From an optimization exercise on the open Yosys and OpenROAD flow, aimed at a short achievable clock period; shortcuts taken in it are not production practice.
Where RTL was checked, it was by simulation tests only, not by an equivalence proof against the original.
The clock input has no modelled driver; a real chip could not lean on it and would need a root buffer or a full tree.
No activity file was given, so power comes from the tool's default toggle rates.

Setup of build 17:
==> module LA_Select, before the edit <==
module LA_Select
  #(parameter N=1)
   (
    input          nochange_i,
    input  [N-1:0] nx_chg_i,     
    input  [N-1:0] nx_nochg_i,   
    output [N-1:0] nx_o);
wire change;
wire [N-1:0] t_nochg, t_chg;
LA_Inv inv (.a_i(nochange_i), .y_o(change));
genvar i;
generate
for (i=0; i<N; i=i+1)
   begin : sel
   LA_Nand2 g_n (.a_i(nochange_i), .b_i(nx_nochg_i[i]), .y_o(t_nochg[i]));
   LA_Nand2 g_c (.a_i(change), .b_i(nx_chg_i[i]), .y_o(t_chg[i]));
   LA_Nand2 g_o (.a_i(t_nochg[i]), .b_i(t_chg[i]), .y_o(nx_o[i]));
   end
endgenerate
endmodule  
==> module LA_Inv, before the edit <==
module LA_Inv (input a_i, output y_o);
assign y_o=~a_i;
endmodule  
clock: 4.0 ns
lec_check: 0
abc_clock_period_in_ps: 1500
cap_margin: 20
core_margin: 2
core_utilization: 40
setup_slack_margin: 2.3
slew_margin: 20
synth_hierarchical: 1
tns_end_percent: 100
standard.sh (not shown) runs the stock make flow with config.mk's settings and CLKGATE_MAP_FILE= SYNTH_SCRIPT=/design/flow/synth_recipe.tcl, a recipe that flattens the netlist after the stock synthesis.
==> flow/flow/run.sh <==
#!/bin/bash
# Standard layout (the standard.sh), with two changes:
#  * the port buffers that placement inserts are buf_4 cells (ORFS picks a
#    slow delay buffer, clkdlybuf4s50_1, by default);
#  * the clock tree: ORFS's cts.tcl sources flow/pre_cts.tcl (PRE_CTS_TCL),
#    which replaces clock_tree_synthesis by a two-level balanced tree.
# standard.sh's output is in standard.log; each ORFS step keeps its own log
# under orfs/logs.
set -euo pipefail
export PRE_CTS_TCL="$(pwd)/flow/pre_cts.tcl"
export BUFFER_PORTS_ARGS="-buffer_cell sky130_fd_sc_hd__buf_4"
bash standard.sh > standard.log 2>&1
Other scripts of this flow, unchanged in this note and not shown: flow/flow/pre_cts.tcl
Input changes introduced in build 83 (baseline for comparison: build 17):
diff --git a/flow/design.v b/flow/design.v
--- a/flow/design.v
+++ b/flow/design.v
@@ -49,21 +49,7 @@
     input  [N-1:0] nx_chg_i,     
     input  [N-1:0] nx_nochg_i,   
     output [N-1:0] nx_o);
-wire change;
-wire [N-1:0] t_nochg, t_chg;
-LA_Inv inv (.a_i(nochange_i), .y_o(change));
-genvar i;
-generate
-for (i=0; i<N; i=i+1)
-   begin : sel
-   LA_Nand2 g_n (.a_i(nochange_i), .b_i(nx_nochg_i[i]), .y_o(t_nochg[i]));
-   LA_Nand2 g_c (.a_i(change), .b_i(nx_chg_i[i]), .y_o(t_chg[i]));
-   LA_Nand2 g_o (.a_i(t_nochg[i]), .b_i(t_chg[i]), .y_o(nx_o[i]));
-   end
-endgenerate
-endmodule  
-module LA_Inv (input a_i, output y_o);
-assign y_o=~a_i;
+assign nx_o=nochange_i ? nx_nochg_i : nx_chg_i;
 endmodule  
 module la_1_32_sync_ft245
    (
- In build 83 the length of routed wiring on met1 turned out 1.7% lower than in build 17.
- Between build 17 and build 83, the critical path depth is lower for build 17.
- Side by side, total number of multi-input combinational cells turned out lower in build 83 than in build 17.
- Max cell count after synthesis across build 17 and build 83: build 17
- Summary of build 83 over build 17: first-iteration DRC count moved down, switching power summed over all nets moved down, total wire length after detailed routing level.
- The core of build 83 is less densely filled than that of build 17.
- Number of gates given a new drive strength after cts (build 83 / build 17): 0.79
- Build 83 against build 17: final clock period utilization by the worst path climbed 0.15 points, number of post-CTS setup repair buffers has increased.
In every run of this note, the design's own scripts or RTL, not TritonCTS, make the clock network.

--- another note on this design; it stands on its own ---

== job 101 ==
// la_1_32_sync_ft245
module la_1_32_sync_ft245
   (
    input         clk,
    input         rst,
    input  [7:0]  ft_data_i,
    output [7:0]  ft_data_o,
    output        ft_data_oe,
    input         ft_rxf_n,
    input         ft_txe_n,
    output        ft_rd_n,
    output        ft_wr_n,
    output        ft_oe_n,
    output        ft_siwu,
    input  [31:0] chn,
    output        wr,
    output [3:0]  dbg);
localparam [31:0] CFG_WORD=32'h3C020720;  
localparam [7:0]  C_TX_LAST=8'd249;       
integer i;
reg  s_nidle, s_wr1, s_wr2, s_read, s_rold, s_ar1, s_write, s_wold;
wire s_idle=~s_nidle;
reg        ft_txe_r, ft_rxf_r;
reg  [7:0] rx_data_r;
reg  [7:0] rx_old0, rx_old1;
reg  [1:0] rx_valid_old;
reg  [1:0] ft_rd_old;
reg  [7:0] tx_old0, tx_old1, tx_old2;
reg  [2:0] tx_valid_old;
reg  [1:0] ft_wr_old;
reg        write_failed;
reg  [1:0] old_counter;
reg        tx_read_old;
reg  [7:0] tx_data_r;
reg        rd_n_r, wr_n_r, oe_n_r, oe_r, wr_r;
reg  [127:0] oh_wr, oh_re, oh_rd;
reg  [7:0]   ram[0:127];
reg  [7:0]   diff;
reg          avail_r, full_r;
reg          busy_r;
reg  [1:0]   cnt_r;
reg  [31:0]  in_d_r;
reg          start_r, start_acq_r, cfg_src_r;
reg  [7:0]   cnt_tx;
reg  [1:0]   cnt_rx;
reg  [7:0]   trg_mask, trg_value, trg_edge;
reg  [31:0]  acq_data_r;
reg          cdiv;
wire rx_pending=|rx_valid_old;
wire ft_read_ok=ft_rd_old[1] & ft_rxf_r;
wire rx_valid=(s_read & ft_read_ok) | (s_rold & rx_valid_old[1]);
wire [7:0] rx_data=s_rold ? rx_old1 : rx_data_r;
wire rx_shift=(ft_read_ok & ~rx_valid) | s_rold;
wire old_end=old_counter==2'd2;
wire idle_tx=s_idle & ~rx_pending & ~ft_rxf_r & ft_txe_r;
wire go_rold=s_idle & rx_pending;
wire go_wr1=s_idle & ~rx_pending & ft_rxf_r;
  ...
Size: ~3600 cells after synthesis, ~1600 flip-flops, about 62 I/O pins.
clock: 4.0 ns
lec_check: 0
abc_clock_period_in_ps: 1500
cap_margin: 20
core_margin: 2
core_utilization: 60
place_density: 0.75
setup_slack_margin: 2.3
slew_margin: 20
tns_end_percent: 100
run.sh (not shown) runs the stock make flow with config.mk's settings and CLKGATE_MAP_FILE= SYNTH_SCRIPT=/design/flow/synth_recipe.tcl, a recipe that flattens the netlist after the stock synthesis.
Job 101: it failed with a tool error in global routing (5_1_grt), so there are no final results.
Relative to job 101, the following input files were edited for job 102:
Settings: TNS_END_PERCENT no longer set, was 100; ABC_CLOCK_PERIOD_IN_PS no longer set, was 1500; CORE_UTILIZATION now 40, was 60; PLACE_DENSITY no longer set, was 0.75; SETUP_SLACK_MARGIN no longer set, was 2.3.
==> results.txt <==
- For the effective utilization at floorplan, job 102 came in 20 points lower than job 101 did.
- Worst setup timing slack at the placement stage delta (job 102 − job 101): unfavourable
- Going from job 101 to job 102, number of buffers inserted during clock tree synthesis went up by 3, post-detailed-placement cell area moved up.
- Job 102 did not stop at any stage, and its layout met the timing, design-rule and antenna checks.
- Summary of job 102 over job 101: synthesized cell count essentially unchanged; count of state elements after synthesis essentially unchanged; count of flip-flops with a built-in enable after synthesis neither gained nor lost much.
No run of this note included a check of the RTL's function; only the layout flow was run.

-- port drivers added, routing unchanged --
The results above use ideal ports. As a check the final layouts listed here were re-extracted and re-timed, cells and wires unchanged. Step 1: set_driving_cell puts a clkbuf_16 on clk and a buf_2 on each other input, an assumption about the parent block. Step 2 also shifts input and output timing later by t, the mid clock arrival at the registers, as if the neighbouring blocks saw the same clock. Slacks: ideal ports / drivers / drivers and shift; pairs: ideal ports / drivers.
run	t (ns)	setup WS [ns]	latest minus earliest clock arrival (ns)	worst data-port slew with drivers (ns)
build 17	0.693	2.183 / 2.023 / 1.670	0.016 / 0.017	0.07
build 83	0.698	2.177 / 2.032 / 1.606	0.021 / 0.021	0.07
job 102	0.865	0.498 / 0.498 / 0.416	0.032 / 0.033	0.07
After both steps setup and hold are still met in every run listed. For build 83, which loses most, drivers alone change the setup slack by -0.145 ns; drivers and shift together by -0.571 ns.
